From an optimization exercise on the open Yosys and OpenROAD flow, aimed at small area; shortcuts taken in it are not production practice. In this exercise RTL edits were held to simulation tests only and were not proved equivalent to the original. Power and IR drop assume default switching activity.

==> flow/design.v, too long to show whole: its modules and the start of the top module <==
// module ym3438_sr_bit: 55 lines
// module ym3438_sr_bit_array: 25 lines
// module ym3438_cnt_bit: 27 lines
// module ym3438_dlatch_1: 26 lines
// module ym3438_dlatch_2: 18 lines
// module ym3438_edge_detect: 18 lines
// module ym3438_slatch: 17 lines
// module ym3438_rs_trig: 20 lines
// module ym3438_rs_trig_sync: 24 lines
// module ym3438_cnt_bit_load: 30 lines
// module ym3438_dbg_read: 31 lines
// module ym3438_dbg_read_eg: 31 lines
// module ym3438_prescaler: 46 lines
// module ym3438_fsm: 124 lines
// module ym3438_io: 192 lines
// module ym3438_reg_ctrl: 923 lines
// module ym3438_op_register: 37 lines
// module ym3438_ch_register: 73 lines
// module ym3438_reg_wr_ctrl: 24 lines
// module ym3438_reg_data: 23 lines
// module ym3438_lfo: 227 lines
// module ym3438_detune: 59 lines
// module ym3438_pg: 167 lines
// module ym3438_eg: 696 lines
// module ym3438_op: 326 lines
// module ym3438_ch: 89 lines
// module ym3438: 356 lines
module ym3438(
	input MCLK,
	input PHI,
	input [7:0] DATA_i,
	output [7:0] DATA_o,
	output DATA_o_z,
	input TEST_i,
	output TEST_o,
	output TEST_o_z,
	input IC, CS, WR, RD,
	input [1:0] ADDRESS,
	output IRQ,
	output [8:0] MOL, MOR,
	output d_c1,
	output d_c2,
	output [9:0] MOL_2612, MOR_2612
	);
  // ...
==> flow/run.sh <==
#!/bin/bash
# synth_recipe.tcl (not shown) runs the flow's synth.tcl, then flattens the netlist and writes it again
# the make line also repeats each setting of config.mk as NAME=value (left out here)
make -C /OpenROAD-flow-scripts/flow DESIGN_CONFIG=/design/flow/config.mk WORK_HOME=/design/flow/orfs CLKGATE_MAP_FILE= SYNTH_SCRIPT=/design/flow/synth_recipe.tcl finish
==> flow/config.mk <==
export PLATFORM = sky130hd
export DESIGN_NAME = ym3438
export DESIGN_NICKNAME = ym3438
export VERILOG_FILES = /design/flow/design.v
export SDC_FILE = /design/flow/constraint.sdc
export NUM_CORES = 4
export LEC_CHECK = 0
export ABC_AREA = 1
export CAP_MARGIN = 20
export CORE_MARGIN = 2
export CORE_UTILIZATION = 60
export CTS_CLUSTER_DIAMETER = 80
export CTS_CLUSTER_SIZE = 30
export SLEW_MARGIN = 20
==> flow/constraint.sdc <==
create_clock -name core_clock -period 10.0 [get_ports {MCLK}]
set_input_delay 2.0000 -clock core_clock [delete_from_list [all_inputs] [get_ports {MCLK}]]
set_output_delay 2.0000 -clock core_clock [all_outputs]
set_load 0.01 [all_outputs]
==> out/metrics.csv, run 1 <==
stage,metric,value,unit
status,outcome,finished clean,
pwr,clock group power,6820,µW
yosys,Post-synth ARST share,0,
timing,final hold vios,0,
final_layout,cell area after layout,127000,µm²
yosys,XOR/XNOR Fraction of Synth Area,0.0123,
yosys,Yosys top cell by area,edfxtp_1,
critical_path,CP Depth,15,
yosys,Simple-Gate Fraction of Synth Area,0.0635,
critical_path,CP Cell Sequence,"inv_1, ha_1, o21ai_0, o22ai_1, nand2_1, nand2_1, o21ai_0, clkinv_1, nor4_1, nand2_1, nor3_1, xnor2_1, inv_1, o21ai_0, clkdlybuf4s50_1",
drt,WL/cell,20.9,µm
yosys,YS warnings,68,
final_layout,Post-Layout Cell Count,10400,
final_layout,"leading cell types in the layout, fill and taps excluded","edfxtp_1, nand2_1, inv_1",
clock_tree,Post-CTS Hold Buffers,0,
pwr,Reg power frac,0.663,
critical_path,reg2reg end,op.op_value_sr.l1[6].sr.n.w2$_DFFE_PP_,
critical_path,worst setup path endpoint,MOL_2612[7],
pwr,Lkg Pwr,0.0451,µW
final_layout,Layout non-clock buf frac,0.0110,
yosys,area share of the largest cell type after synthesis,0.805,
die,Initial Util,0.603,
final_layout,Plain + repair buffers,146,
yosys,post-synthesis adder-cell area fraction,0.0289,
timing,final worst slack,2880,ps
timing,final setup violation count,0,
placed_design,PortBufs,68,
==> module ym3438_dlatch_2, before the edit <==
module ym3438_dlatch_2 #(parameter DATA_WIDTH = 1)
	(
	input MCLK,
	input c2,
	input c2f,
	input [DATA_WIDTH-1:0] inp,
	output [DATA_WIDTH-1:0] val,
	output [DATA_WIDTH-1:0] nval
	);
	reg [DATA_WIDTH-1:0] mem;
	always @(posedge MCLK)
	begin
		if (c2f)
			mem <= inp;
	end
	assign val = mem;
	assign nval = ~mem;
endmodule
==> module ym3438_lfo, before the edit <==
module ym3438_lfo
	(
	input MCLK,
	input c1,
	input c2,
	input c2f,
	input [3:0] lfo,
	input fsm_sel23,
	input [7:0] reg_21,
	input IC,
	input IC_s,
	input [2:0] pms,
	input [10:0] fnum,
	output [5:0] lfo_am,
	output [11:0] fnum_lfo
	);
	wire [6:0] lfo_subcnt_sr_in;
	wire [6:0] lfo_subcnt_sr_out;
	ym3438_sr_bit_array #(.DATA_WIDTH(7), .NOV1(1)) lfo_subcnt_sr (
		.MCLK(MCLK),
		.c1(c1),
		.c2f(c2f), .c2(c2),
		.data_in(lfo_subcnt_sr_in),
		.data_out(lfo_subcnt_sr_out)
		);
	wire lfo_subcnt_inc = reg_21[1] | fsm_sel23;
	wire lfo_subcnt_of;
	wire lfo_subcnt_res = ~(lfo_subcnt_of | ~IC_s);
	wire [6:0] lfo_subcnt_sum = lfo_subcnt_sr_out + lfo_subcnt_inc;
	assign lfo_subcnt_sr_in = lfo_subcnt_res ? lfo_subcnt_sum : 7'h00;
	wire [7:0] lfo_sel;
	genvar i;
	generate
		for (i = 0; i < 8; i=i+1)
		begin : l1
			assign lfo_sel[i] = lfo[2:0] == i;
		end
	endgenerate
	wire [7:0] lfo_of_check;
	assign lfo_of_check[0] = lfo_sel[0] & lfo_subcnt_sr_out[6] & lfo_subcnt_sr_out[5]
		& lfo_subcnt_sr_out[3] & lfo_subcnt_sr_out[2];
	assign lfo_of_check[1] = lfo_sel[1] & lfo_subcnt_sr_out[6] & lfo_subcnt_sr_out[3]
		& lfo_subcnt_sr_out[2] & lfo_subcnt_sr_out[0];
	assign lfo_of_check[2] = lfo_sel[2] & lfo_subcnt_sr_out[6] & lfo_subcnt_sr_out[2]
		& lfo_subcnt_sr_out[1] & lfo_subcnt_sr_out[0];
	assign lfo_of_check[3] = lfo_sel[3] & lfo_subcnt_sr_out[6] & lfo_subcnt_sr_out[1] & lfo_subcnt_sr_out[0];
	assign lfo_of_check[4] = lfo_sel[4] & lfo_subcnt_sr_out[5] & lfo_subcnt_sr_out[4]
		& lfo_subcnt_sr_out[3] & lfo_subcnt_sr_out[2] & lfo_subcnt_sr_out[1];
	assign lfo_of_check[5] = lfo_sel[5] & lfo_subcnt_sr_out[5] & lfo_subcnt_sr_out[3] & lfo_subcnt_sr_out[2];
	assign lfo_of_check[6] = lfo_sel[6] & lfo_subcnt_sr_out[3];
	assign lfo_of_check[7] = lfo_sel[7] & lfo_subcnt_sr_out[2] & lfo_subcnt_sr_out[0];
	assign lfo_subcnt_of = lfo_of_check != 8'h00;
	wire [6:0] lfo_cnt_sr_in;
	wire [6:0] lfo_cnt_sr_out;
	ym3438_sr_bit_array #(.DATA_WIDTH(7), .NOV1(1)) lfo_cnt_sr (
		.MCLK(MCLK),
		.c1(c1),
		.c2f(c2f), .c2(c2),
		.data_in(lfo_cnt_sr_in),
		.data_out(lfo_cnt_sr_out)
		);
	wire [6:0] lfo_cnt_sum = lfo_cnt_sr_out + { 6'h0, lfo_subcnt_of };
	assign lfo_cnt_sr_in = lfo[3] ? lfo_cnt_sum : 7'h00;
	wire fsm_sel0;
	ym3438_sr_bit #(.NOV1(1)) fsm_sel0_sr (
		.MCLK(MCLK),
		.c1(c1),
		.c2f(c2f), .c2(c2),
		.bit_in(fsm_sel23),
		.sr_out(fsm_sel0)
		);
	wire lfo_cnt_load;
	ym3438_edge_detect lfo_ed
		(
		.MCLK(MCLK),
		.c1(c1),
		.inp(fsm_sel0),
		.outp(lfo_cnt_load)
		);
	wire [6:0] lfo_cnt_lock;
	ym3438_slatch #(.DATA_WIDTH(7)) lfo_cnt_l
		(
		.MCLK(MCLK),
		.en(lfo_cnt_load),
		.inp(lfo_cnt_sr_out),
		.val(lfo_cnt_lock),
		.nval()
		);
	assign lfo_am = ~(lfo_cnt_lock[5:0] ^ {6{lfo_cnt_lock[6]}});
	wire lfo_pm_sign_l_o;
	ym3438_dlatch_1 #(.BYP(1)) lfo_pm_sign_l
		(
		.MCLK(MCLK),
		.c1(c1),
		.inp(lfo_cnt_lock[6]),
		.val(lfo_pm_sign_l_o),
		.nval()
		);
	wire [2:0] lfo_pm_val = lfo_cnt_lock[4:2] ^ {3{lfo_cnt_lock[5]}};
	wire [7:0] lfo_pm_val_sel;
	generate
		for (i = 0; i < 8; i=i+1)
		begin : l2
			assign lfo_pm_val_sel[i] = lfo_pm_val == i;
		end
	endgenerate
	wire lfo_pms_1 = pms == 3'h1;
	wire lfo_pms_2 = pms == 3'h2;
	wire lfo_pms_3 = pms == 3'h3;
	wire lfo_pms_4 = pms == 3'h4;
	wire lfo_pms_5 = pms == 3'h5;
	wire lfo_pms_6 = pms == 3'h6;
	wire lfo_pms_7 = pms == 3'h7;
	wire lfo_pms_6_7 = lfo_pms_6 | lfo_pms_7;
	wire lfo_pms_5_6_7 = lfo_pms_5 | lfo_pms_6_7;
	wire lfo_pm_sel_sh2_2 = ((lfo_pm_val_sel[3] | lfo_pm_val_sel[6]) & lfo_pms_5_6_7)
		| ((lfo_pm_val_sel[2] | lfo_pm_val_sel[6]) & lfo_pms_4)
		| ((lfo_pm_val_sel[2] | lfo_pm_val_sel[3] | lfo_pm_val_sel[6] | lfo_pm_val_sel[7]) & lfo_pms_3)
		| ((lfo_pm_val_sel[3] | lfo_pm_val_sel[4] | lfo_pm_val_sel[5]) & lfo_pms_2)
		| ((lfo_pm_val_sel[4] | lfo_pm_val_sel[5] | lfo_pm_val_sel[6] | lfo_pm_val_sel[7]) & lfo_pms_1);
	wire lfo_pm_sel_sh2_1 = lfo_pm_val_sel[7] & lfo_pms_5_6_7;
	wire lfo_pm_sel_sh1_1 = ((lfo_pm_val_sel[2] | lfo_pm_val_sel[3]) & lfo_pms_5_6_7)
		| ((lfo_pm_val_sel[3] | lfo_pm_val_sel[4] | lfo_pm_val_sel[5] | lfo_pm_val_sel[6]) & lfo_pms_4)
		| ((lfo_pm_val_sel[4] | lfo_pm_val_sel[5] | lfo_pm_val_sel[6] | lfo_pm_val_sel[7]) & lfo_pms_3)
		| ((lfo_pm_val_sel[6] | lfo_pm_val_sel[7]) & lfo_pms_2);
	wire lfo_pm_sel_sh1_0 = ((lfo_pm_val_sel[4] | lfo_pm_val_sel[5] | lfo_pm_val_sel[6] | lfo_pm_val_sel[7]) & lfo_pms_5_6_7)
		| (lfo_pm_val_sel[7] & lfo_pms_4);
	wire lfo_pms_5_l_o;
	wire lfo_pms_6_l_o;
	wire lfo_pms_7_l_o;
	ym3438_dlatch_1 #(.BYP(1)) lfo_pms_5_l
		(
		.MCLK(MCLK),
		.c1(c1),
		.inp(lfo_pms_6_7),
		.val(),
		.nval(lfo_pms_5_l_o)
		);
	ym3438_dlatch_1 #(.BYP(1)) lfo_pms_6_l
		(
		.MCLK(MCLK),
		.c1(c1),
		.inp(~lfo_pms_6),
		.val(),
		.nval(lfo_pms_6_l_o)
		);
	ym3438_dlatch_1 #(.BYP(1)) lfo_pms_7_l
		(
		.MCLK(MCLK),
		.c1(c1),
		.inp(~lfo_pms_7),
		.val(),
		.nval(lfo_pms_7_l_o)
		);
	wire [6:0] lfo_pm_add_1_i =
		~((fnum[10:4] & {7{lfo_pm_sel_sh1_0}}) | ({1'h0, fnum[10:5] } & {7{lfo_pm_sel_sh1_1}}));
	wire [6:0] lfo_pm_add_2_i =
		~(({ 1'h0, fnum[10:5] } & {7{lfo_pm_sel_sh2_1}}) | ({2'h0, fnum[10:6] } & {7{lfo_pm_sel_sh2_2}}));
	wire [6:0] lfo_pm_add_1_o;
	wire [6:0] lfo_pm_add_2_o;
	ym3438_dlatch_1 #(.DATA_WIDTH(7), .BYP(1)) lfo_pm_add_1_l
		(
		.MCLK(MCLK),
		.c1(c1),
		.inp(lfo_pm_add_1_i),
		.val(),
		.nval(lfo_pm_add_1_o)
		);
	ym3438_dlatch_1 #(.DATA_WIDTH(7), .BYP(1)) lfo_pm_add_2_l
		(
		.MCLK(MCLK),
		.c1(c1),
		.inp(lfo_pm_add_2_i),
		.val(),
		.nval(lfo_pm_add_2_o)
		);
	wire [7:0] lfo_pm_sum = lfo_pm_add_1_o + lfo_pm_add_2_o;
	wire [7:0] lfo_pm_sum_sh =
		(lfo_pm_sum & {8{lfo_pms_7_l_o}})
		| ({ 1'h0, lfo_pm_sum[7:1] } & {8{lfo_pms_6_l_o}})
		| ({ 2'h0, lfo_pm_sum[7:2] } & {8{lfo_pms_5_l_o}});
	wire [7:0] lfo_pm_sum_xnor = ~(lfo_pm_sum_sh ^ {8{lfo_pm_sign_l_o}});
	wire [7:0] lfo_pm_sum_o;
	ym3438_dlatch_2 #(.DATA_WIDTH(8)) lfo_pm_sum_l
		(
		.MCLK(MCLK),
		.c2f(c2f), .c2(c2),
		.inp(lfo_pm_sum_xnor),
		.val(),
		.nval(lfo_pm_sum_o)
		);
	wire lfo_pm_sign_l2_o;
	ym3438_dlatch_2 lfo_pm_sign_l2
		(
		.MCLK(MCLK),
		.c2f(c2f), .c2(c2),
		.inp(~lfo_pm_sign_l_o),
		.val(),
		.nval(lfo_pm_sign_l2_o)
		);
	wire lfo_pm_sign_l3_o;
	ym3438_dlatch_2 lfo_pm_sign_l3
		(
		.MCLK(MCLK),
		.c2f(c2f), .c2(c2),
		.inp(lfo_pm_sign_l_o),
		.val(lfo_pm_sign_l3_o),
		.nval()
		);
	wire [10:0] fnum_sr_o;
	ym3438_sr_bit_array #(.DATA_WIDTH(11), .NOV1(1)) fnum_sr (
		.MCLK(MCLK),
		.c1(c1),
		.c2f(c2f), .c2(c2),
		.data_in(fnum),
		.data_out(fnum_sr_o)
		);
	wire [11:0] fnum_lfo_add = {fnum_sr_o, 1'h0} + { {4 {lfo_pm_sign_l2_o}}, lfo_pm_sum_o} + lfo_pm_sign_l3_o;
	ym3438_dlatch_1 #(.DATA_WIDTH(12), .BYP(1)) fnum_lfo_l
		(
		.MCLK(MCLK),
		.c1(c1),
		.inp(fnum_lfo_add),
		.val(fnum_lfo),
		.nval()
		);
endmodule
==> module ym3438_pg, before the edit <==
module ym3438_pg
	(
	input MCLK,
	input c1,
	input c2,
	input c2f,
	input [11:0] fnum,
	input [2:0] block,
	input dt_sign_1,
	input dt_sign_2,
	input [4:0] dt_value,
	input [3:0] multi,
	input pg_reset,
	input [7:0] reg_21,
	input fsm_sel2,
	input IC,
	input IC_s,
	output [9:0] pg_out,
	output pg_dbg_o
	);
	wire [2:0] block_sr_o;
	ym3438_sr_bit_array #(.DATA_WIDTH(3), .NOV1(1)) block_sr (
		.MCLK(MCLK),
		.c1(c1),
		.c2f(c2f), .c2(c2),
		.data_in(block),
		.data_out(block_sr_o)
		);
	wire [2:0] block_l_o;
	ym3438_dlatch_1 #(.DATA_WIDTH(3), .BYP(1)) block_l
		(
		.MCLK(MCLK),
		.c1(c1),
		.inp(block_sr_o),
		.val(block_l_o),
		.nval()
		);
	wire block_sh0 = block_l_o[1:0] == 2'h0;
	wire block_sh1 = block_l_o[1:0] == 2'h1;
	wire block_sh2 = block_l_o[1:0] == 2'h2;
	wire block_sh3 = block_l_o[1:0] == 2'h3;
	wire [12:0] freq1 = { fnum, 1'h0 };
	wire [15:0] freq2 = ({16{block_sh0}} & { 3'h0, freq1 })
		| ({16{block_sh1}} & { 2'h0, freq1, 1'h0 })
		| ({16{block_sh2}} & { 1'h0, freq1, 2'h0 })
		| ({16{block_sh3}} & { freq1, 3'h0 });
	wire [16:0] freq3 = ~(
		({17{~block_l_o[2]}} & { 4'h0, freq2[15:3] })
		| ({17{block_l_o[2]}} & { freq2, 1'h0 })
		);
	wire [16:0] freq_l_o;
	ym3438_dlatch_2 #(.DATA_WIDTH(17)) freq_l
		(
		.MCLK(MCLK),
		.c2f(c2f), .c2(c2),
		.inp(freq3),
		.val(),
		.nval(freq_l_o)
		);
	wire [4:0] dt_value_sr_o;
	ym3438_sr_bit_array #(.DATA_WIDTH(5), .NOV1(1)) dt_value_sr (
		.MCLK(MCLK),
		.c1(c1),
		.c2f(c2f), .c2(c2),
		.data_in(dt_value ^ {5{dt_sign_1}}),
		.data_out(dt_value_sr_o)
		);
	wire [16:0] dt_add = { {12{dt_sign_2}}, dt_value_sr_o };
	wire [16:0] freq_dt = freq_l_o + dt_add + dt_sign_2;
	reg [16:0] freq_l2_o;
	reg [3:0] multi_l;
	always @(posedge MCLK)
	begin
		if (c2f)
		begin
			freq_l2_o <= freq_dt;
			multi_l <= multi;
		end
	end
	wire [15:0] multi_sel;
	genvar i;
	generate
		for (i = 0; i < 16; i = i + 1)
		begin : l1
			assign multi_sel[i] = multi_l == i;
		end
	endgenerate
	wire multi_sel_1_l_o = multi_sel[14] | multi_sel[15];
	wire multi_sel_2_l_o = multi_sel[8] | multi_sel[9] | multi_sel[10] | multi_sel[11] | multi_sel[12] | multi_sel[13];
	wire multi_sel_3_l_o = multi_sel[4] | multi_sel[5] | multi_sel[6] | multi_sel[7];
	wire multi_sel_4_l_o = multi_sel[1] | multi_sel[3] | multi_sel[5] | multi_sel[7] | multi_sel[9] | multi_sel[11] | multi_sel[13];
	wire multi_sel_5_l_o = multi_sel[12] | multi_sel[13];
	wire multi_sel_6_l_o = multi_sel[14];
	wire multi_sel_7_l_o = multi_sel[2] | multi_sel[3] | multi_sel[6] | multi_sel[7] | multi_sel[10] | multi_sel[11];
	wire multi_sel_8_l_o = multi_sel[15];
	wire multi_sel_9_l_o = multi_sel[0];
	wire [19:0] freq_multi_add1 = ~(
		({20{multi_sel_5_l_o}} & { 1'h0, freq_l2_o, 2'h0 })
		| ({20{multi_sel_6_l_o}} & { 2'h3, ~freq_l2_o, 1'h1 })
		| ({20{multi_sel_7_l_o}} & { 2'h0, freq_l2_o, 1'h0 })
		| ({20{multi_sel_8_l_o}} & { 3'h7, ~freq_l2_o })
		| ({20{multi_sel_9_l_o}} & { 4'h0, freq_l2_o[16:1] })
		);
	wire [17:0] freq_multi_add2 = ~(
		({18{multi_sel_3_l_o}} & { 1'h0, freq_l2_o })
		| ({18{multi_sel_2_l_o}} & { freq_l2_o, 1'h0 })
		| ({18{multi_sel_1_l_o}} & { freq_l2_o[16:0], 2'h0 })
		);
	wire [19:0] freq_multi_add1_l_o = ~freq_multi_add1;
	wire [17:0] freq_multi_add2_l_o = ~freq_multi_add2;
	wire multi_c_in = multi_sel_6_l_o | multi_sel_8_l_o;
	wire [19:0] freq_multi_sum = freq_multi_add1_l_o + { freq_multi_add2_l_o, 2'h0 } + multi_c_in;
	wire [19:0] freq_multi_prod = freq_multi_sum + (multi_sel_4_l_o ? { 3'h0, freq_l2_o } : 20'h00000);
	reg [19:0] freq_multi_prod_l;
	always @(posedge MCLK)
	begin
		if (c2f)
			freq_multi_prod_l <= freq_multi_prod;
	end
	wire [19:0] freq_inc = pg_reset ? freq_multi_prod_l : 20'h00000;
	wire [19:0] freq_inc_l_o;
	ym3438_dlatch_2 #(.DATA_WIDTH(20)) freq_inc_l
		(
		.MCLK(MCLK),
		.c2f(c2f), .c2(c2),
		.inp(freq_inc),
		.val(freq_inc_l_o),
		.nval()
		);
	wire pg_reset_sr_o;
	ym3438_sr_bit #(.NOV1(1)) pg_reset_sr (
		.MCLK(MCLK),
		.c1(c1),
		.c2f(c2f), .c2(c2),
		.bit_in(pg_reset),
		.sr_out(pg_reset_sr_o)
		);
	wire pg_reset2 = pg_reset_sr_o & ~reg_21[3];
	wire [19:0] o_phase;
	wire [19:0] phase_acc = (pg_reset2 ? o_phase : 20'h00000) + freq_inc_l_o;
	wire [19:0] phase = IC_s ? phase_acc : 20'h00000;
	wire [19:0] pg_values_o;
	ym3438_sr_bit_array #(.DATA_WIDTH(20), .SR_LENGTH(20), .NOV1(1)) pg_values (
		.MCLK(MCLK),
		.c1(c1),
		.c2f(c2f), .c2(c2),
		.data_in(phase),
		.data_out(pg_values_o)
		);
	ym3438_sr_bit_array #(.DATA_WIDTH(20), .SR_LENGTH(4), .NOV1(1)) pg_values2 (
		.MCLK(MCLK),
		.c1(c1),
		.c2f(c2f), .c2(c2),
		.data_in(pg_values_o),
		.data_out(o_phase)
		);
	assign pg_out = pg_values_o[19:10];
	ym3438_dbg_read #(.DATA_WIDTH(10), .NOV1(1)) dbg_read (
		.MCLK(MCLK),
		.c1(c1),
		.c2f(c2f), .c2(c2),
		.prev(0),
		.load(fsm_sel2),
		.load_val(o_phase[9:0]),
		.next(pg_dbg_o)
		);
endmodule
==> module ym3438_eg, before the edit <==
module ym3438_eg
	(
	input MCLK,
	input c1,
	input c2,
	input c2f,
	input fsm_sel0,
	input IC,
	input IC_s,
	input TEST_i,
	input [7:0] lsi_21,
	input [7:3] lsi_2c,
	input [4:0] rate,
	input [4:0] kcode,
	input [1:0] ks,
	input [4:0] sl,
	input kon,
	input ssg_enable,
	input ssg_inv,
	input ssg_repeat,
	input ssg_holdup,
	input ssg_type0,
	input ssg_type2,
	input ssg_type3,
	input csm_kon,
	input [6:0] tl,
	input [1:0] ams,
	input [5:0] lfo_am,
	input mode_csm,
	input ch3_sel,
	input fsm_sel2,
	output [1:0] rate_sel,
	output pg_reset,
	output test_inc,
	output [9:0] eg_out,
	output eg_dbg
	);
	wire nIC = ~IC;
	wire nIC_s = ~IC_s;
	wire fsm_sel1;
	ym3438_sr_bit #(.NOV1(1)) fsm_sel1_sr (
		.MCLK(MCLK),
		.c1(c1),
		.c2f(c2f), .c2(c2),
		.bit_in(fsm_sel0),
		.sr_out(fsm_sel1)
		);
	wire fsm_sel12;
	ym3438_sr_bit #(.SR_LENGTH(12), .NOV1(1)) fsm_sel12_sr (
		.MCLK(MCLK),
		.c1(c1),
		.c2f(c2f), .c2(c2),
		.bit_in(fsm_sel0),
		.sr_out(fsm_sel12)
		);
	wire subcnt_rst;
	wire [1:0] subcnt_o;
	ym3438_cnt_bit #(.DATA_WIDTH(2), .NOV1(1)) subcnt (
		.MCLK(MCLK),
		.c1(c1),
		.c2f(c2f), .c2(c2),
		.c_in(fsm_sel0),
		.reset(subcnt_rst),
		.val(subcnt_o),
		.c_out()
		);
	assign subcnt_rst = nIC_s | (subcnt_o[1] & fsm_sel0);
	wire subcnt_of_l_o;
	ym3438_dlatch_1 #(.BYP(1)) subcnt_of_l
		(
		.MCLK(MCLK),
		.c1(c1),
		.inp(subcnt_o[1]),
		.val(subcnt_of_l_o),
		.nval()
		);
	wire subcnt_of_sr_o;
	ym3438_sr_bit #(.NOV1(1)) subcnt_of_sr (
		.MCLK(MCLK),
		.c1(c1),
		.c2f(c2f), .c2(c2),
		.bit_in(subcnt_o[1]),
		.sr_out(subcnt_of_sr_o)
		);
	wire timer_bit;
	wire mask_bit_sr_o;
	wire mask_bit = ~(fsm_sel0 | fsm_sel12 | nIC_s) & (mask_bit_sr_o | timer_bit);
	ym3438_sr_bit #(.NOV1(1)) mask_bit_sr (
		.MCLK(MCLK),
		.c1(c1),
		.c2f(c2f), .c2(c2),
		.bit_in(mask_bit),
		.sr_out(mask_bit_sr_o)
		);
	wire eg_timer_i;
	wire eg_timer_o1;
	wire eg_timer_o2;
	ym3438_sr_bit #(.SR_LENGTH(11), .NOV1(1)) eg_timer_sr (
		.MCLK(MCLK),
		.c1(c1),
		.c2f(c2f), .c2(c2),
		.bit_in(eg_timer_i),
		.sr_out(eg_timer_o1)
		);
	ym3438_sr_bit #(.NOV1(1)) eg_timer_sr2 (
		.MCLK(MCLK),
		.c1(c1),
		.c2f(c2f), .c2(c2),
		.bit_in(eg_timer_o1),
		.sr_out(eg_timer_o2)
		);
	wire carry_sr_i;
	wire carry_sr_o;
	ym3438_sr_bit #(.NOV1(1)) carry_sr (
		.MCLK(MCLK),
		.c1(c1),
		.c2f(c2f), .c2(c2),
		.bit_in(carry_sr_i),
		.sr_out(carry_sr_o)
		);
	wire timer_add = (fsm_sel1 & subcnt_o[1]) | carry_sr_o;
	wire [1:0] timer_ha = eg_timer_o2 + timer_add;
	assign carry_sr_i = timer_ha[1];
	assign eg_timer_i = ~(nIC_s | lsi_21[5]) & timer_ha[0];
	wire test_in = (TEST_i & lsi_2c[6]);
	assign timer_bit = test_in | eg_timer_i;
	wire timer_bit_masked = timer_bit & ~mask_bit_sr_o;
	wire [11:0] timer_shift_sel;
	wire [11:0] timer_shift_i;
	genvar i;
	generate
		for (i = 11; i >= 0; i = i - 1)
		begin : l1
			if (i == 11)
				assign timer_shift_i[i] = timer_bit_masked;
			else
				assign timer_shift_i[i] = timer_shift_sel[i+1];
			ym3438_sr_bit #(.NOV1(1)) timer_shift_sr (
				.MCLK(MCLK),
				.c1(c1),
				.c2f(c2f), .c2(c2),
				.bit_in(timer_shift_i[i]),
				.sr_out(timer_shift_sel[i])
				);
		end
	endgenerate
	wire eg_cnt_ed_o;
	ym3438_edge_detect eg_cnt_ed
		(
		.MCLK(MCLK),
		.c1(c1),
		.inp(subcnt_of_sr_o & fsm_sel1),
		.outp(eg_cnt_ed_o)
		);
	wire [1:0] eg_cnt_low_o;
	ym3438_slatch #(.DATA_WIDTH(2)) eg_cnt_low
		(
		.MCLK(MCLK),
		.en(eg_cnt_ed_o),
		.inp({ eg_timer_o1, eg_timer_o2}),
		.val(eg_cnt_low_o),
		.nval()
		);
	wire [3:0] eg_cnt_shift_i;
	assign eg_cnt_shift_i[0] = timer_shift_sel[0] | timer_shift_sel[2] | timer_shift_sel[4]
		| timer_shift_sel[6] | timer_shift_sel[8] | timer_shift_sel[10];
	assign eg_cnt_shift_i[1] = timer_shift_sel[1] | timer_shift_sel[2] | timer_shift_sel[5]
		| timer_shift_sel[6] | timer_shift_sel[9] | timer_shift_sel[10];
	assign eg_cnt_shift_i[2] = timer_shift_sel[3] | timer_shift_sel[4] | timer_shift_sel[5]
		| timer_shift_sel[6] | timer_shift_sel[11];
	assign eg_cnt_shift_i[3] = timer_shift_sel[7] | timer_shift_sel[8] | timer_shift_sel[9]
		| timer_shift_sel[10] | timer_shift_sel[11];
	wire [3:0] eg_cnt_shift_o;
	ym3438_slatch #(.DATA_WIDTH(4)) eg_cnt_shift
		(
		.MCLK(MCLK),
		.en(eg_cnt_ed_o),
		.inp(eg_cnt_shift_i),
		.val(eg_cnt_shift_o),
		.nval()
		);
	wire rate_nz_sr_o;
	ym3438_sr_bit #(.NOV1(1)) rate_nz_sr (
		.MCLK(MCLK),
		.c1(c1),
		.c2f(c2f), .c2(c2),
		.bit_in(rate != 5'h0),
		.sr_out(rate_nz_sr_o)
		);
	wire [4:0] rate_l_o;  
	ym3438_dlatch_1 #(.DATA_WIDTH(5), .BYP(1)) rate_l
		(
		.MCLK(MCLK),
		.c1(c1),
		.inp(rate),
		.val(),
		.nval(rate_l_o)
		);
	wire [4:0] rate_ks_add;
	assign rate_ks_add[0] = ((ks == 2'h0) & kcode[3]) | ((ks == 2'h1) & kcode[2]) | ((ks == 2'h2) & kcode[1]) | ((ks == 2'h3) & kcode[0]);
	assign rate_ks_add[1] = ((ks == 2'h0) & kcode[4]) | ((ks == 2'h1) & kcode[3]) | ((ks == 2'h2) & kcode[2]) | ((ks == 2'h3) & kcode[1]);
	assign rate_ks_add[2] = ((ks == 2'h1) & kcode[4]) | ((ks == 2'h2) & kcode[3]) | ((ks == 2'h3) & kcode[2]);
	assign rate_ks_add[3] = ((ks == 2'h2) & kcode[4]) | ((ks == 2'h3) & kcode[3]);
	assign rate_ks_add[4] = ((ks == 2'h3) & kcode[4]);
	wire [4:0] rate_ks_add_l_o;  
	ym3438_dlatch_1 #(.DATA_WIDTH(5), .BYP(1)) rate_ks_add_l
		(
		.MCLK(MCLK),
		.c1(c1),
		.inp(rate_ks_add),
		.val(),
		.nval(rate_ks_add_l_o)
		);
	wire [6:0] rate_sum = { 1'h0, rate_l_o, 1'h1 } + { 2'h1, rate_ks_add_l_o } + 7'h1;
	wire [6:0] rate_sum_l_o;  
	ym3438_dlatch_2 #(.DATA_WIDTH(7)) rate_sum_l
		(
		.MCLK(MCLK),
		.c2f(c2f), .c2(c2),
		.inp(rate_sum),
		.val(),
		.nval(rate_sum_l_o)
		);
	wire [5:0] rate_sum_clamp = rate_sum_l_o[5:0] | {6{rate_sum_l_o[6]}};
	wire rate_ls12 = rate_sum_clamp[5:4] != 2'h3;
	wire rate_sum_nz = rate_sum_clamp != 6'h00;
	wire [3:0] rate_shift_sum = rate_sum_clamp[5:2] + eg_cnt_shift_o;
	wire step_12 = rate_shift_sum == 4'hc & rate_sum_nz & rate_nz_sr_o & rate_ls12;
	wire step_13 = rate_shift_sum == 4'hd & rate_sum_clamp[1] & rate_nz_sr_o & rate_ls12;
	wire step_14 = rate_shift_sum == 4'he & rate_sum_clamp[0] & rate_nz_sr_o & rate_ls12;
	wire step_comb = ~(step_12 | step_13 | step_14);
	wire step_low_l_o;  
	ym3438_dlatch_1 #(.BYP(1)) step_low_l
		(
		.MCLK(MCLK),
		.c1(c1),
		.inp(step_comb),
		.val(),
		.nval(step_low_l_o)
		);
	wire rate_sum_not_max = rate_sum_clamp[5:1] != 5'h1f;
	wire rate_sum_12 = rate_sum_clamp[5:2] != 4'hc;
	wire rate_sum_13 = rate_sum_clamp[5:2] != 4'hd;
	wire rate_sum_14 = rate_sum_clamp[5:2] != 4'he;
	wire rate_sum_15 = rate_sum_clamp[5:2] != 4'hf;
	wire rate_not_max_sr_o;  
	ym3438_sr_bit #(.NOV1(1)) rate_not_max_sr (
		.MCLK(MCLK),
		.c1(c1),
		.c2f(c2f), .c2(c2),
		.bit_in(rate_sum_not_max),
		.sr_out(rate_not_max_sr_o)
		);
	wire rate_12_l_o;  
	wire rate_13_l_o;  
	wire rate_14_l_o;  
	wire rate_15_l_o;  
	ym3438_dlatch_1 #(.BYP(1)) rate_12_l
		(
		.MCLK(MCLK),
		.c1(c1),
		.inp(rate_sum_12),
		.val(),
		.nval(rate_12_l_o)
		);
	ym3438_dlatch_1 #(.BYP(1)) rate_13_l
		(
		.MCLK(MCLK),
		.c1(c1),
		.inp(rate_sum_13),
		.val(),
		.nval(rate_13_l_o)
		);
	ym3438_dlatch_1 #(.BYP(1)) rate_14_l
		(
		.MCLK(MCLK),
		.c1(c1),
		.inp(rate_sum_14),
		.val(),
		.nval(rate_14_l_o)
		);
	ym3438_dlatch_1 #(.BYP(1)) rate_15_l
		(
		.MCLK(MCLK),
		.c1(c1),
		.inp(rate_sum_15),
		.val(),
		.nval(rate_15_l_o)
		);
	wire rate_hi_sel = ~(
		(~eg_cnt_low_o[0] & rate_sum_clamp[1])
		| (eg_cnt_low_o == 2'h0 & rate_sum_clamp[1:0] == 2'h1)
		| (eg_cnt_low_o == 2'h1 & rate_sum_clamp[1:0] == 2'h3)
		);
	wire rate_hi_sel_l_o;  
	ym3438_dlatch_1 #(.BYP(1)) rate_hi_sel_l
		(
		.MCLK(MCLK),
		.c1(c1),
		.inp(rate_hi_sel),
		.val(),
		.nval(rate_hi_sel_l_o)
		);
	wire inc1 = subcnt_of_l_o & (step_low_l_o | (~rate_hi_sel_l_o & rate_12_l_o));
	wire inc2 = subcnt_of_l_o & (rate_hi_sel_l_o ? rate_12_l_o : rate_13_l_o);
	wire inc3 = subcnt_of_l_o & (rate_hi_sel_l_o ? rate_13_l_o : rate_14_l_o);
	wire inc4 = subcnt_of_l_o & ((rate_hi_sel_l_o & rate_14_l_o) | rate_15_l_o);
	wire inc1_l_o;
	wire inc2_l_o;
	wire inc3_l_o;
	wire inc4_l_o;
	ym3438_dlatch_2 inc1_l
		(
		.MCLK(MCLK),
		.c2f(c2f), .c2(c2),
		.inp(inc1),
		.val(inc1_l_o),
		.nval()
		);
	ym3438_dlatch_2 inc2_l
		(
		.MCLK(MCLK),
		.c2f(c2f), .c2(c2),
		.inp(inc2),
		.val(inc2_l_o),
		.nval()
		);
	ym3438_dlatch_2 inc3_l
		(
		.MCLK(MCLK),
		.c2f(c2f), .c2(c2),
		.inp(inc3),
		.val(inc3_l_o),
		.nval()
		);
	ym3438_dlatch_2 inc4_l
		(
		.MCLK(MCLK),
		.c2f(c2f), .c2(c2),
		.inp(inc4),
		.val(inc4_l_o),
		.nval()
		);
	wire inc_test_i = inc1_l_o | inc2_l_o | inc3_l_o | inc4_l_o;
	ym3438_sr_bit #(.NOV1(1)) inc_test_sr (
		.MCLK(MCLK),
		.c1(c1),
		.c2f(c2f), .c2(c2),
		.bit_in(inc_test_i),
		.sr_out(test_inc)
		);
	wire [4:0] sl_sr_o;
	ym3438_sr_bit_array #(.DATA_WIDTH(5), .SR_LENGTH(2), .NOV1(1)) sl_sr (
		.MCLK(MCLK),
		.c1(c1),
		.c2f(c2f), .c2(c2),
		.data_in(sl),
		.data_out(sl_sr_o)
		);
	wire ssg_pg_reset;
	wire ssg_pg_reset_o;
	ym3438_sr_bit #(.SR_LENGTH(2), .NOV1(1)) ssg_pg_reset_sr (
		.MCLK(MCLK),
		.c1(c1),
		.c2f(c2f), .c2(c2),
		.bit_in(ssg_pg_reset),
		.sr_out(ssg_pg_reset_o)
		);
	wire ssg_toggle;
	wire ssg_toggle_o;
	ym3438_sr_bit #(.SR_LENGTH(2), .NOV1(1)) ssg_toggle_sr (
		.MCLK(MCLK),
		.c1(c1),
		.c2f(c2f), .c2(c2),
		.bit_in(ssg_toggle),
		.sr_out(ssg_toggle_o)
		);
	wire ssg_enable_o;
	ym3438_sr_bit #(.SR_LENGTH(2), .NOV1(1)) ssg_enable_sr (
		.MCLK(MCLK),
		.c1(c1),
		.c2f(c2f), .c2(c2),
		.bit_in(ssg_enable),
		.sr_out(ssg_enable_o)
		);
	wire ssg_holdup_i = ~(ssg_holdup & ssg_enable & kon);
	wire ssg_holdup_o;
	ym3438_sr_bit #(.SR_LENGTH(2), .NOV1(1)) ssg_holdup_sr (
		.MCLK(MCLK),
		.c1(c1),
		.c2f(c2f), .c2(c2),
		.bit_in(ssg_holdup_i),
		.sr_out(ssg_holdup_o)
		);
	wire ssg_inv_i;
	wire ssg_inv_o;
	ym3438_sr_bit #(.SR_LENGTH(24), .NOV1(1)) ssg_inv_sr (
		.MCLK(MCLK),
		.c1(c1),
		.c2f(c2f), .c2(c2),
		.bit_in(ssg_inv_i),
		.sr_out(ssg_inv_o)
		);
	wire csm_kon_o;
	ym3438_sr_bit #(.SR_LENGTH(2), .NOV1(1)) csm_kon_sr (
		.MCLK(MCLK),
		.c1(c1),
		.c2f(c2f), .c2(c2),
		.bit_in(csm_kon),
		.sr_out(csm_kon_o)
		);
	wire [6:0] tl_o;
	wire [6:0] tl_o1;
	ym3438_sr_bit_array #(.DATA_WIDTH(7), .NOV1(1)) tl_sr_1 (
		.MCLK(MCLK),
		.c1(c1),
		.c2f(c2f), .c2(c2),
		.data_in(tl),
		.data_out(tl_o)
		);
	ym3438_sr_bit_array #(.DATA_WIDTH(7), .NOV1(1)) tl_sr_2 (
		.MCLK(MCLK),
		.c1(c1),
		.c2f(c2f), .c2(c2),
		.data_in(tl_o),
		.data_out(tl_o1)
		);
	wire pg_reset_i;
	ym3438_sr_bit #(.SR_LENGTH(2), .NOV1(1)) pg_reset_sr (
		.MCLK(MCLK),
		.c1(c1),
		.c2f(c2f), .c2(c2),
		.bit_in(pg_reset_i),
		.sr_out(pg_reset)
		);
	wire kon_sr_o;
	ym3438_sr_bit #(.SR_LENGTH(2), .NOV1(1)) kon_sr (
		.MCLK(MCLK),
		.c1(c1),
		.c2f(c2f), .c2(c2),
		.bit_in(kon),
		.sr_out(kon_sr_o)
		);
	wire okon_sr1_o;  
	wire okon_sr_o;  
	ym3438_sr_bit #(.SR_LENGTH(22), .NOV1(1)) okon_sr1 (
		.MCLK(MCLK),
		.c1(c1),
		.c2f(c2f), .c2(c2),
		.bit_in(kon_sr_o),
		.sr_out(okon_sr1_o)
		);
	ym3438_sr_bit #(.SR_LENGTH(2), .NOV1(1)) okon_sr2 (
		.MCLK(MCLK),
		.c1(c1),
		.c2f(c2f), .c2(c2),
		.bit_in(okon_sr1_o),
		.sr_out(okon_sr_o)
		);
	wire [1:0] state_sr_i;
	wire [1:0] state_sr1_o;
	wire [1:0] state_sr_o;
	ym3438_sr_bit_array #(.DATA_WIDTH(2), .SR_LENGTH(22), .NOV1(1)) state_sr1 (
		.MCLK(MCLK),
		.c1(c1),
		.c2f(c2f), .c2(c2),
		.data_in(state_sr_i),
		.data_out(state_sr1_o)
		);
	ym3438_sr_bit_array #(.DATA_WIDTH(2), .SR_LENGTH(2), .NOV1(1)) state_sr2 (
		.MCLK(MCLK),
		.c1(c1),
		.c2f(c2f), .c2(c2),
		.data_in(state_sr1_o),
		.data_out(state_sr_o)
		);
	wire [9:0] eg_level_sr_i;
	wire [9:0] eg_level_sr_o1;
	wire [9:0] eg_level_sr_o;
	wire [9:0] eg_level2;
	wire sl_reach = eg_level2[9:5] == sl_sr_o & eg_level2[4] == 1'h0;
	wire zr_reach = eg_level2 == 10'h0;
	wire eg_quiet = eg_level2[9:4] == 6'h3f;
	wire eg_quiet_ssg = ssg_enable_o ? eg_level2[9] : eg_quiet;
	assign ssg_pg_reset = ssg_enable & eg_level_sr_o1[9] & ssg_type0;
	assign ssg_toggle = ssg_enable & eg_level_sr_o1[9] & ssg_repeat;
	assign ssg_inv_i = ssg_enable & okon_sr1_o
		& ((eg_level_sr_o1[9] & ssg_type3) | ((eg_level_sr_o1[9] & ssg_type2) ^ ssg_inv_o));
	wire kon_toggle = kon_sr_o & ~okon_sr_o;
	wire kon_toggle_off = ~kon_sr_o & okon_sr_o;
	wire kon_event_n = ~(kon_toggle | (okon_sr_o & ssg_toggle_o));
	assign pg_reset_i = ~(kon_toggle | ssg_pg_reset_o);
	wire rate_att = ~(okon_sr1_o ? ssg_toggle : kon);
	assign rate_sel = rate_att ? state_sr1_o : 2'h0;
	wire set_release = state_sr_o == 2'h3 & kon_event_n;
	wire set_release_koff = kon_event_n & ~kon_sr_o;
	wire eg_mute = nIC | (eg_quiet_ssg & state_sr_o != 2'h0 & ssg_holdup_o & kon_event_n);
	wire eg_mute_s = nIC_s | (eg_quiet_ssg & state_sr_o != 2'h0 & ssg_holdup_o & kon_event_n);
	assign state_sr_i[0] = nIC_s
		| (state_sr_o == 2'h0 & zr_reach & kon_event_n)
		| (state_sr_o == 2'h1 & ~sl_reach & kon_event_n)
		| set_release
		| eg_mute_s
		| set_release_koff;
	assign state_sr_i[1] = nIC_s
		| (state_sr_o == 2'h1 & sl_reach & kon_event_n)
		| (state_sr_o == 2'h2 & kon_event_n)
		| set_release
		| eg_mute_s
		| set_release_koff;
	ym3438_sr_bit_array #(.DATA_WIDTH(10), .SR_LENGTH(21), .NOV1(1)) eg_level_sr1 (
		.MCLK(MCLK),
		.c1(c1),
		.c2f(c2f), .c2(c2),
		.data_in(eg_level_sr_i),
		.data_out(eg_level_sr_o1)
		);
	ym3438_sr_bit_array #(.DATA_WIDTH(10), .SR_LENGTH(2), .NOV1(1)) eg_level_sr2 (
		.MCLK(MCLK),
		.c1(c1),
		.c2f(c2f), .c2(c2),
		.data_in(eg_level_sr_o1),
		.data_out(eg_level_sr_o)
		);
	wire [9:0] eg_level_out_sr2_o;
	assign eg_level2 = kon_toggle_off ? eg_level_out_sr2_o : eg_level_sr_o;
	wire eg_linear_step = (kon_event_n & state_sr_o == 2'h1 & ~sl_reach & ~eg_quiet_ssg)
		| (kon_event_n & state_sr_o[1] & ~eg_quiet_ssg);
	wire eg_exp_step = state_sr_o == 2'h0 & kon_sr_o & ~zr_reach & rate_not_max_sr_o;
	wire eg_instantattack = (~rate_not_max_sr_o & kon_event_n) | rate_not_max_sr_o;
	wire eg_invert;
	ym3438_sr_bit #(.NOV1(1)) eg_invert_sr (
		.MCLK(MCLK),
		.c1(c1),
		.c2f(c2f), .c2(c2),
		.bit_in(okon_sr1_o & (ssg_inv ^ ssg_inv_o)),
		.sr_out(eg_invert)
		);
	wire [3:0] eg_add_linear_normal;
	assign eg_add_linear_normal[0] = eg_linear_step & ~ssg_enable_o & inc1_l_o;
	assign eg_add_linear_normal[1] = eg_linear_step & ~ssg_enable_o & inc2_l_o;
	assign eg_add_linear_normal[2] = eg_linear_step & ~ssg_enable_o & inc3_l_o;
	assign eg_add_linear_normal[3] = eg_linear_step & ~ssg_enable_o & inc4_l_o;
	wire [3:0] eg_add_linear_ssg;
	assign eg_add_linear_ssg[0] = eg_linear_step & ssg_enable_o & inc1_l_o;
	assign eg_add_linear_ssg[1] = eg_linear_step & ssg_enable_o & inc2_l_o;
	assign eg_add_linear_ssg[2] = eg_linear_step & ssg_enable_o & inc3_l_o;
	assign eg_add_linear_ssg[3] = eg_linear_step & ssg_enable_o & inc4_l_o;
	wire [9:0] eg_add_exponent_1 = { 4'hf, ~eg_level2[9:4] };
	wire [9:0] eg_add_exponent_2 = { 3'h7, ~eg_level2[9:3] };
	wire [9:0] eg_add_exponent_3 = { 2'h3, ~eg_level2[9:2] };
	wire [9:0] eg_add_exponent_4 = { 1'h1, ~eg_level2[9:1] };
	wire [9:0] eg_add_comb = { 6'h0, eg_add_linear_normal } | { 4'h0, eg_add_linear_ssg, 2'h0 }
		| ({10{inc1_l_o & eg_exp_step}} & eg_add_exponent_1)
		| ({10{inc2_l_o & eg_exp_step}} & eg_add_exponent_2)
		| ({10{inc3_l_o & eg_exp_step}} & eg_add_exponent_3)
		| ({10{inc4_l_o & eg_exp_step}} & eg_add_exponent_4);
	wire [9:0] eg_add_l_o;
	ym3438_dlatch_1 #(.DATA_WIDTH(10), .BYP(1)) eg_add_l
		(
		.MCLK(MCLK),
		.c1(c1),
		.inp(eg_add_comb),
		.val(),
		.nval(eg_add_l_o)
		);
	wire [9:0] eg_level_comb;
	assign eg_level_comb = {10{eg_mute_s}} | ({10{eg_instantattack}} & eg_level2) | { ({7{csm_kon_o}} & tl_o1), 3'h0};
	wire [9:0] eg_level_comb_o;
	ym3438_dlatch_1 #(.DATA_WIDTH(10), .BYP(1)) eg_level_comb_l
		(
		.MCLK(MCLK),
		.c1(c1),
		.inp(eg_level_comb),
		.val(),
		.nval(eg_level_comb_o)
		);
	wire [9:0] eg_level_sum = eg_add_l_o + eg_level_comb_o + 10'h1;
	ym3438_dlatch_2 #(.DATA_WIDTH(10)) eg_level_sum_l
		(
		.MCLK(MCLK),
		.c2f(c2f), .c2(c2),
		.inp(eg_level_sum),
		.val(),
		.nval(eg_level_sr_i)
		);
	wire [9:0] eg_level_out_sr_o;
	ym3438_sr_bit_array #(.DATA_WIDTH(10), .NOV1(1)) eg_level_out_sr (
		.MCLK(MCLK),
		.c1(c1),
		.c2f(c2f), .c2(c2),
		.data_in(eg_level_sr_o1),
		.data_out(eg_level_out_sr_o)
		);
	wire [9:0] eg_level_outinv_l2_o = ~eg_level_out_sr_o + 10'h201;
	wire [9:0] eg_level_out = eg_invert ? eg_level_outinv_l2_o : eg_level_out_sr_o;
	ym3438_sr_bit_array #(.DATA_WIDTH(10), .NOV1(1)) eg_level_out_sr2 (
		.MCLK(MCLK),
		.c1(c1),
		.c2f(c2f), .c2(c2),
		.data_in(eg_level_out),
		.data_out(eg_level_out_sr2_o)
		);
	wire [9:0] eg_level_out_test = lsi_21[5] ? 10'h0 : eg_level_out;
	wire [6:0] eg_lfo_mux;
	wire [1:0] ams_l_o;
	ym3438_dlatch_1 #(.DATA_WIDTH(2), .BYP(1)) ams_l
		(
		.MCLK(MCLK),
		.c1(c1),
		.inp(ams),
		.val(ams_l_o),
		.nval()
		);
	wire [5:0] lfo_am_l_o;
	ym3438_dlatch_1 #(.DATA_WIDTH(6), .BYP(1)) lfo_am_l
		(
		.MCLK(MCLK),
		.c1(c1),
		.inp(lfo_am),
		.val(lfo_am_l_o),
		.nval()
		);
	wire [3:0] ams_sel;
	assign ams_sel[0] = ams_l_o == 2'h0;
	assign ams_sel[1] = ams_l_o == 2'h1;
	assign ams_sel[2] = ams_l_o == 2'h2;
	assign ams_sel[3] = ams_l_o == 2'h3;
	wire [6:0] lfo_sh0 = { 3'h0, lfo_am_l_o[5:2] };
	wire [6:0] lfo_sh1 = { 2'h0, lfo_am_l_o[5:1] };
	wire [6:0] lfo_sh2 = { 1'h0, lfo_am_l_o };
	wire [6:0] lfo_sh3 = { lfo_am_l_o, 1'h0 };
	assign eg_lfo_mux = ~(
		({7{ams_sel[1]}} & lfo_sh0)
		| ({7{ams_sel[2]}} & lfo_sh2)
		| ({7{ams_sel[3]}} & lfo_sh3)
		);
	wire [6:0] eg_lfo_mux_l_o;
	ym3438_dlatch_2 #(.DATA_WIDTH(7)) eg_lfo_mux_l
		(
		.MCLK(MCLK),
		.c2f(c2f), .c2(c2),
		.inp(eg_lfo_mux),
		.val(),
		.nval(eg_lfo_mux_l_o)
		);
	wire [10:0] eg_level_lfo = { 4'h0, eg_lfo_mux_l_o } + { 1'h0, eg_level_out_test };
	wire [10:0] eg_level_lfo_l_o;
	ym3438_dlatch_1 #(.DATA_WIDTH(11), .BYP(1)) eg_level_lfo_l
		(
		.MCLK(MCLK),
		.c1(c1),
		.inp(eg_level_lfo),
		.val(),
		.nval(eg_level_lfo_l_o)
		);
	wire ch3_sel_sr_o;
	ym3438_sr_bit #(.NOV1(1)) ch3_sel_sr (
		.MCLK(MCLK),
		.c1(c1),
		.c2f(c2f), .c2(c2),
		.bit_in(ch3_sel),
		.sr_out(ch3_sel_sr_o)
		);
	wire not_csm = ~(mode_csm & ch3_sel_sr_o);
	wire [6:0] tl_add_l_i = not_csm ? tl_o : 7'h0;
	wire [6:0] tl_add_l_o;
	ym3438_dlatch_1 #(.DATA_WIDTH(7), .BYP(1)) tl_add_l
		(
		.MCLK(MCLK),
		.c1(c1),
		.inp(tl_add_l_i),
		.val(),
		.nval(tl_add_l_o)
		);
	wire [10:0] eg_level_tl = { 1'h0, eg_level_lfo_l_o[9:0] } + { 1'h0, tl_add_l_o, 3'h0 } + 11'h8;
	wire eg_level_of = eg_level_tl[10] & eg_level_lfo_l_o[10];
	wire [9:0] eg_level_tl_clamp = eg_level_of ? eg_level_tl[9:0] : 10'h0;
	ym3438_dlatch_2 #(.DATA_WIDTH(10)) eg_out_l
		(
		.MCLK(MCLK),
		.c2f(c2f), .c2(c2),
		.inp(eg_level_tl_clamp),
		.val(),
		.nval(eg_out)
		);
	ym3438_dbg_read_eg #(.DATA_WIDTH(10), .NOV1(1)) dbg_read (
		.MCLK(MCLK),
		.c1(c1),
		.c2f(c2f), .c2(c2),
		.prev(0),
		.load(fsm_sel2),
		.load_val(eg_out),
		.next(eg_dbg)
		);
endmodule
==> run 2, diff against run 1 <==
--- a/flow/design.v
+++ b/flow/design.v
@@ -126,33 +126,33 @@
 				if (c1)
 					mem <= inp;
 			end
 			assign val = mem;
 		end
 	endgenerate
 	assign nval = ~val;
 endmodule
-module ym3438_dlatch_2 #(parameter DATA_WIDTH = 1)
+module ym3438_dlatch_2 #(parameter DATA_WIDTH = 1, INV = 0)
 	(
 	input MCLK,
 	input c2,
 	input c2f,
 	input [DATA_WIDTH-1:0] inp,
 	output [DATA_WIDTH-1:0] val,
 	output [DATA_WIDTH-1:0] nval
 	);
 	reg [DATA_WIDTH-1:0] mem;
 	always @(posedge MCLK)
 	begin
 		if (c2f)
-			mem <= inp;
+			mem <= INV ? ~inp : inp;
 	end
-	assign val = mem;
-	assign nval = ~mem;
+	assign val = INV ? ~mem : mem;
+	assign nval = INV ? mem : ~mem;
 endmodule
 module ym3438_edge_detect
 	(
 	input MCLK,
 	input c1,
 	input inp,
 	output outp
 	);
@@ -1940,26 +1940,26 @@
 		);
 	wire [7:0] lfo_pm_sum = lfo_pm_add_1_o + lfo_pm_add_2_o;
 	wire [7:0] lfo_pm_sum_sh =
 		(lfo_pm_sum & {8{lfo_pms_7_l_o}})
 		| ({ 1'h0, lfo_pm_sum[7:1] } & {8{lfo_pms_6_l_o}})
 		| ({ 2'h0, lfo_pm_sum[7:2] } & {8{lfo_pms_5_l_o}});
 	wire [7:0] lfo_pm_sum_xnor = ~(lfo_pm_sum_sh ^ {8{lfo_pm_sign_l_o}});
 	wire [7:0] lfo_pm_sum_o;
-	ym3438_dlatch_2 #(.DATA_WIDTH(8)) lfo_pm_sum_l
+	ym3438_dlatch_2 #(.DATA_WIDTH(8), .INV(1)) lfo_pm_sum_l
 		(
 		.MCLK(MCLK),
 		.c2f(c2f), .c2(c2),
 		.inp(lfo_pm_sum_xnor),
 		.val(),
 		.nval(lfo_pm_sum_o)
 		);
 	wire lfo_pm_sign_l2_o;
-	ym3438_dlatch_2 lfo_pm_sign_l2
+	ym3438_dlatch_2 #(.DATA_WIDTH(1), .INV(1)) lfo_pm_sign_l2
 		(
 		.MCLK(MCLK),
 		.c2f(c2f), .c2(c2),
 		.inp(~lfo_pm_sign_l_o),
 		.val(),
 		.nval(lfo_pm_sign_l2_o)
 		);
 	wire lfo_pm_sign_l3_o;
@@ -2063,24 +2063,17 @@
 	input pg_reset,
 	input [7:0] reg_21,
 	input fsm_sel2,
 	input IC,
 	input IC_s,
 	output [9:0] pg_out,
 	output pg_dbg_o
 	);
-	wire [2:0] block_sr_o;
-	ym3438_sr_bit_array #(.DATA_WIDTH(3), .NOV1(1)) block_sr (
-		.MCLK(MCLK),
-		.c1(c1),
-		.c2f(c2f), .c2(c2),
-		.data_in(block),
-		.data_out(block_sr_o)
-		);
+	wire [2:0] block_sr_o = block;
 	wire [2:0] block_l_o;
 	ym3438_dlatch_1 #(.DATA_WIDTH(3), .BYP(1)) block_l
 		(
 		.MCLK(MCLK),
 		.c1(c1),
 		.inp(block_sr_o),
 		.val(block_l_o),
 		.nval()
@@ -2094,17 +2087,17 @@
 		| ({16{block_sh1}} & { 2'h0, freq1, 1'h0 })
 		| ({16{block_sh2}} & { 1'h0, freq1, 2'h0 })
 		| ({16{block_sh3}} & { freq1, 3'h0 });
 	wire [16:0] freq3 = ~(
 		({17{~block_l_o[2]}} & { 4'h0, freq2[15:3] })
 		| ({17{block_l_o[2]}} & { freq2, 1'h0 })
 		);
 	wire [16:0] freq_l_o;
-	ym3438_dlatch_2 #(.DATA_WIDTH(17)) freq_l
+	ym3438_dlatch_2 #(.DATA_WIDTH(17), .INV(1)) freq_l
 		(
 		.MCLK(MCLK),
 		.c2f(c2f), .c2(c2),
 		.inp(freq3),
 		.val(),
 		.nval(freq_l_o)
 		);
 	wire [4:0] dt_value_sr_o;
@@ -2425,17 +2418,17 @@
 		.MCLK(MCLK),
 		.c1(c1),
 		.inp(rate_ks_add),
 		.val(),
 		.nval(rate_ks_add_l_o)
 		);
 	wire [6:0] rate_sum = { 1'h0, rate_l_o, 1'h1 } + { 2'h1, rate_ks_add_l_o } + 7'h1;
 	wire [6:0] rate_sum_l_o;  
-	ym3438_dlatch_2 #(.DATA_WIDTH(7)) rate_sum_l
+	ym3438_dlatch_2 #(.DATA_WIDTH(7), .INV(1)) rate_sum_l
 		(
 		.MCLK(MCLK),
 		.c2f(c2f), .c2(c2),
 		.inp(rate_sum),
 		.val(),
 		.nval(rate_sum_l_o)
 		);
 	wire [5:0] rate_sum_clamp = rate_sum_l_o[5:0] | {6{rate_sum_l_o[6]}};
@@ -2727,21 +2720,22 @@
 		| set_release_koff;
 	ym3438_sr_bit_array #(.DATA_WIDTH(10), .SR_LENGTH(21), .NOV1(1)) eg_level_sr1 (
 		.MCLK(MCLK),
 		.c1(c1),
 		.c2f(c2f), .c2(c2),
 		.data_in(eg_level_sr_i),
 		.data_out(eg_level_sr_o1)
 		);
-	ym3438_sr_bit_array #(.DATA_WIDTH(10), .SR_LENGTH(2), .NOV1(1)) eg_level_sr2 (
+	wire [9:0] eg_level_out_sr_o;
+	ym3438_sr_bit_array #(.DATA_WIDTH(10), .NOV1(1)) eg_level_sr2 (
 		.MCLK(MCLK),
 		.c1(c1),
 		.c2f(c2f), .c2(c2),
-		.data_in(eg_level_sr_o1),
+		.data_in(eg_level_out_sr_o),
 		.data_out(eg_level_sr_o)
 		);
 	wire [9:0] eg_level_out_sr2_o;
 	assign eg_level2 = kon_toggle_off ? eg_level_out_sr2_o : eg_level_sr_o;
 	wire eg_linear_step = (kon_event_n & state_sr_o == 2'h1 & ~sl_reach & ~eg_quiet_ssg)
 		| (kon_event_n & state_sr_o[1] & ~eg_quiet_ssg);
 	wire eg_exp_step = state_sr_o == 2'h0 & kon_sr_o & ~zr_reach & rate_not_max_sr_o;
 	wire eg_instantattack = (~rate_not_max_sr_o & kon_event_n) | rate_not_max_sr_o;
@@ -2788,41 +2782,42 @@
 		(
 		.MCLK(MCLK),
 		.c1(c1),
 		.inp(eg_level_comb),
 		.val(),
 		.nval(eg_level_comb_o)
 		);
 	wire [9:0] eg_level_sum = eg_add_l_o + eg_level_comb_o + 10'h1;
-	ym3438_dlatch_2 #(.DATA_WIDTH(10)) eg_level_sum_l
+	ym3438_dlatch_2 #(.DATA_WIDTH(10), .INV(1)) eg_level_sum_l
 		(
 		.MCLK(MCLK),
 		.c2f(c2f), .c2(c2),
 		.inp(eg_level_sum),
 		.val(),
 		.nval(eg_level_sr_i)
 		);
-	wire [9:0] eg_level_out_sr_o;
 	ym3438_sr_bit_array #(.DATA_WIDTH(10), .NOV1(1)) eg_level_out_sr (
 		.MCLK(MCLK),
 		.c1(c1),
 		.c2f(c2f), .c2(c2),
 		.data_in(eg_level_sr_o1),
 		.data_out(eg_level_out_sr_o)
 		);
 	wire [9:0] eg_level_outinv_l2_o = ~eg_level_out_sr_o + 10'h201;
 	wire [9:0] eg_level_out = eg_invert ? eg_level_outinv_l2_o : eg_level_out_sr_o;
-	ym3438_sr_bit_array #(.DATA_WIDTH(10), .NOV1(1)) eg_level_out_sr2 (
+	wire eg_invert_d;
+	ym3438_sr_bit #(.NOV1(1)) eg_invert_d_sr (
 		.MCLK(MCLK),
 		.c1(c1),
 		.c2f(c2f), .c2(c2),
-		.data_in(eg_level_out),
-		.data_out(eg_level_out_sr2_o)
+		.bit_in(eg_invert),
+		.sr_out(eg_invert_d)
 		);
+	assign eg_level_out_sr2_o = eg_invert_d ? (~eg_level_sr_o + 10'h201) : eg_level_sr_o;
 	wire [9:0] eg_level_out_test = lsi_21[5] ? 10'h0 : eg_level_out;
 	wire [6:0] eg_lfo_mux;
 	wire [1:0] ams_l_o;
 	ym3438_dlatch_1 #(.DATA_WIDTH(2), .BYP(1)) ams_l
 		(
 		.MCLK(MCLK),
 		.c1(c1),
 		.inp(ams),
@@ -2848,17 +2843,17 @@
 	wire [6:0] lfo_sh2 = { 1'h0, lfo_am_l_o };
 	wire [6:0] lfo_sh3 = { lfo_am_l_o, 1'h0 };
 	assign eg_lfo_mux = ~(
 		({7{ams_sel[1]}} & lfo_sh0)
 		| ({7{ams_sel[2]}} & lfo_sh2)
 		| ({7{ams_sel[3]}} & lfo_sh3)
 		);
 	wire [6:0] eg_lfo_mux_l_o;
-	ym3438_dlatch_2 #(.DATA_WIDTH(7)) eg_lfo_mux_l
+	ym3438_dlatch_2 #(.DATA_WIDTH(7), .INV(1)) eg_lfo_mux_l
 		(
 		.MCLK(MCLK),
 		.c2f(c2f), .c2(c2),
 		.inp(eg_lfo_mux),
 		.val(),
 		.nval(eg_lfo_mux_l_o)
 		);
 	wire [10:0] eg_level_lfo = { 4'h0, eg_lfo_mux_l_o } + { 1'h0, eg_level_out_test };
@@ -2888,17 +2883,17 @@
 		.c1(c1),
 		.inp(tl_add_l_i),
 		.val(),
 		.nval(tl_add_l_o)
 		);
 	wire [10:0] eg_level_tl = { 1'h0, eg_level_lfo_l_o[9:0] } + { 1'h0, tl_add_l_o, 3'h0 } + 11'h8;
 	wire eg_level_of = eg_level_tl[10] & eg_level_lfo_l_o[10];
 	wire [9:0] eg_level_tl_clamp = eg_level_of ? eg_level_tl[9:0] : 10'h0;
-	ym3438_dlatch_2 #(.DATA_WIDTH(10)) eg_out_l
+	ym3438_dlatch_2 #(.DATA_WIDTH(10), .INV(1)) eg_out_l
 		(
 		.MCLK(MCLK),
 		.c2f(c2f), .c2(c2),
 		.inp(eg_level_tl_clamp),
 		.val(),
 		.nval(eg_out)
 		);
 	ym3438_dbg_read_eg #(.DATA_WIDTH(10), .NOV1(1)) dbg_read (
@@ -3573,17 +3568,17 @@
 	wire [9:0] pg_out;
 	wire pg_reset;
 	ym3438_pg pg
 		(
 		.MCLK(MCLK),
 		.c1(c1),
 		.c2f(c2f), .c2(c2),
 		.fnum(fnum_lfo),
-		.block(kcode_sr1_o[4:2]),
+		.block(kcode_sr2_o[4:2]),
 		.dt_sign_1(dt_sign_1),
 		.dt_sign_2(dt_sign_2),
 		.dt_value(dt_value),
 		.multi(reg_multi),
 		.pg_reset(pg_reset),
 		.reg_21(reg_21),
 		.fsm_sel2(fsm_sel2),
 		.IC(IC),
==> flow/config.mk (replaced) <==
export PLATFORM = sky130hd
export DESIGN_NAME = ym3438
export DESIGN_NICKNAME = ym3438
export VERILOG_FILES = /design/flow/design.v
export SDC_FILE = /design/flow/constraint.sdc
export NUM_CORES = 4
export LEC_CHECK = 0
export ABC_AREA = 1
export CAP_MARGIN = 5
export CORE_MARGIN = 2
export CORE_UTILIZATION = 60
export CTS_CLUSTER_DIAMETER = 80
export CTS_CLUSTER_SIZE = 30
export SLEW_MARGIN = 5
==> run 2 against run 1 <==
Still clean. Clock power is 1% lower. Largest cell class unchanged. Wire length increased by 1.0%. Highest routed layer unchanged. Global-route usage rose by 0.31 points. Worst setup slack worse by 570 ps. Via count grew 0.21%. Clock skew up 3.3 ps. Area after synthesis is 0.42% lower. Worst hold slack better by 25 ps. Sequential share of layout area up 0.14 points. First-iteration DRC count decreased by 5.7%. Combinational power decreased by 1%. Synthesized cell count decreased by 0.98%.
==> out/metrics.csv, run 2 <==
stage,metric,value,unit,change
timing,final hold vios,0,,unchanged
critical_path,reg2reg end,op.att_sum_sr.l1[12].sr.n.w2$_DFFE_PP_,,was op.op_value_sr.l1[6].sr.n.w2$_DFFE_PP_
timing,slew margin rel.,0.204,,was 0.298
drt,WL/cell,21.3,µm,was 20.9 µm
hold_path,hold path depth,0,,unchanged
critical_path,Worst Setup End Kind,primary output,,unchanged
final_layout,cell area after layout,127000,µm²,about the same
yosys,Syn Inst Count,7472,,was 7546
timing,final setup violation count,0,,unchanged
yosys,Post-synth ARST share,0,,unchanged
die,Initial Util,0.605,,was 0.603
yosys,mapped cell area,118000,µm²,was 119000 µm²
yosys,Synth area leaders,"edfxtp_1, nand2_1, inv_1",,unchanged
pwr,Lkg Pwr,0.0447,µW,was 0.0451 µW
critical_path,slowest cell on the critical path,nor2_1,,was o21ai_0
status,outcome,finished clean,,unchanged
yosys,YS warnings,68,,unchanged
die,Die Y,448,µm,was 449 µm
clock_tree,root buffer cell,clkbuf_16,,unchanged
clock_tree,worst skew pair latency,840,ps,was 830 ps
hold_path,worst hold path type,flip-flop to flip-flop,,unchanged
critical_path,RR Startpoint,op.phase_l[8]$_DFFE_PP_,,was op.att_sum_l[12]$_DFFE_PP_
placed_design,PortBufs,68,,unchanged
clock_tree,Post-CTS Hold Buffers,0,,unchanged
yosys,area share of the largest cell type after synthesis,0.806,,was 0.805
clock_tree,CTS Buf Count,138,,was 140
timing,Post-Route Setup TNS,0,ps,unchanged
critical_path,CP Cell Sequence,"nor2_1, inv_1, nor2_1, inv_1, nor2_1, o21ai_0, nand2_1, nand2_1, o21ai_1, clkinv_1, nor4_1, nand3_1, xor2_1, inv_1, o21ai_0, clkdlybuf4s50_1",,"was inv_1, ha_1, o21ai_0, o22ai_1, nand2_1, nand2_1, o21ai_0, clkinv_1, nor4_1, nand2_1, nor3_1, xnor2_1, inv_1, o21ai_0, clkdlybuf4s50_1"
critical_path,CP peak stage delay,740,ps,was 580 ps
drt,DRC Markers,0,,unchanged
drt,via/cell ratio,5.68,,was 5.61
yosys,Yosys top cell by area,edfxtp_1,,unchanged
timing,Fin Clk Skew,49.1,ps,was 45.8 ps
final_layout,"leading cell types in the layout, fill and taps excluded","edfxtp_1, nand2_1, inv_1",,unchanged
==> run 2: cell count changes in the layout (fill, tap and decap cells not counted), moves of 10 or more <==
cell | previous run | this run
a31o_2 | 1 | 11
inv_1 | 804 | 712
a221oi_1 | 37 | 27
nor2_1 | 416 | 458
nand4_1 | 61 | 42
clkbuf_1 | 15 | 4
o21ai_0 | 406 | 386
nand3_1 | 180 | 201
==> run 2: cell families after synthesis <==
family,synth area share
AO/OA/AOI/OAI,0.0572
XOR/XNOR,0.0120
adder cells (fa/ha/maj),0.0292
buffers and inverters,0.0276
flip-flops,0.807
multiplexers,0.00294
AND/OR/NAND/NOR,0.0643
==> run 2: how the worst max path moves through the flow <==
stage / start / end / slack [ps] / cells past startpoint
global route: fsm.cnt_high.mem.l1[2].sr.n.w2$_SDFFCE_PP0P_ / MOL_2612[7] / 1740 / 16
global placement: fsm.cnt_high.mem.l1[2].sr.n.w2$_SDFFCE_PP0P_ / MOR_2612[7] / 3120 / 16
finish: fsm.cnt_high.mem.l1[2].sr.n.w2$_SDFFCE_PP0P_ / MOL_2612[7] / 2320 / 16
CTS: fsm.cnt_high.mem.l1[2].sr.n.w2$_SDFFCE_PP0P_ / MOL_2612[7] / 2300 / 16
detailed placement: fsm.cnt_high.mem.l1[2].sr.n.w2$_SDFFCE_PP0P_ / MOL_2612[7] / 3240 / 16
floorplan: prescaler.c2_sr$_DFFE_PP_ / reg_ctrl.reg_21_data.reg_sr.l1[0].sr.n.w2$_SDFFCE_PN0P_ / -49990 / 4
==> run 2: stage by stage <==
stage / cells / total power, µW / hold slack (ps) / setup slack [ps]
floorplan: 7472 / 16400 / 400 / -49990
global placement: 10100 / 16200 / 400 / 3120
detailed placement: 10100 / 16200 / 405 / 3240
CTS: 10300 / 22900 / 409 / 2300
global route: 10300 / 23400 / 398 / 1740
finish: 10300 / 22700 / 401 / 2320
==> run 2: final cells by class <==
| cell class | instances | area, µm² |
|---|---|---|
| Antenna cell | 3 | 7.51 |
| Clock buffer | 147 | 3590 |
| Clock inverter | 50 | 719 |
| Fill cell | 13700 | 68600 |
| Inverter | 727 | 2730 |
| Multi-Input combinational cell | 3433 | 19700 |
| Sequential cell | 3179 | 95400 |
| Tap cell | 2624 | 3280 |
| Timing Repair Buffer | 150 | 1430 |
==> run 2: power breakdown <==
group / internal (µW) / leakage (µW) / switching (µW)
Clock: 2840 / 0.00210 / 3900
Sequential: 14900 / 0.0299 / 133
Combinational: 255 / 0.0127 / 609
==> run 2: layer usage <==
| layer | vias to the layer above | part of all wire | GRT usage |
|---|---|---|---|
| met1 | 29200 | 0.46 | 0.324 |
| met5 | - | 0.00012 | 0 |
| met4 | 4 | 0.031 | 0.0718 |
| met2 | 1472 | 0.46 | 0.336 |
| li1 | 27500 | - | - |
| met3 | 313 | 0.046 | 0.0281 |

Check on run 2: ideal ports give 2.316 ns setup slack; a clkbuf_16 on the clock port and buf_2 on the inputs give 2.228 ns; moving port delays by the midpoint clock arrival (0.903 ns) as well gives 3.131 ns.
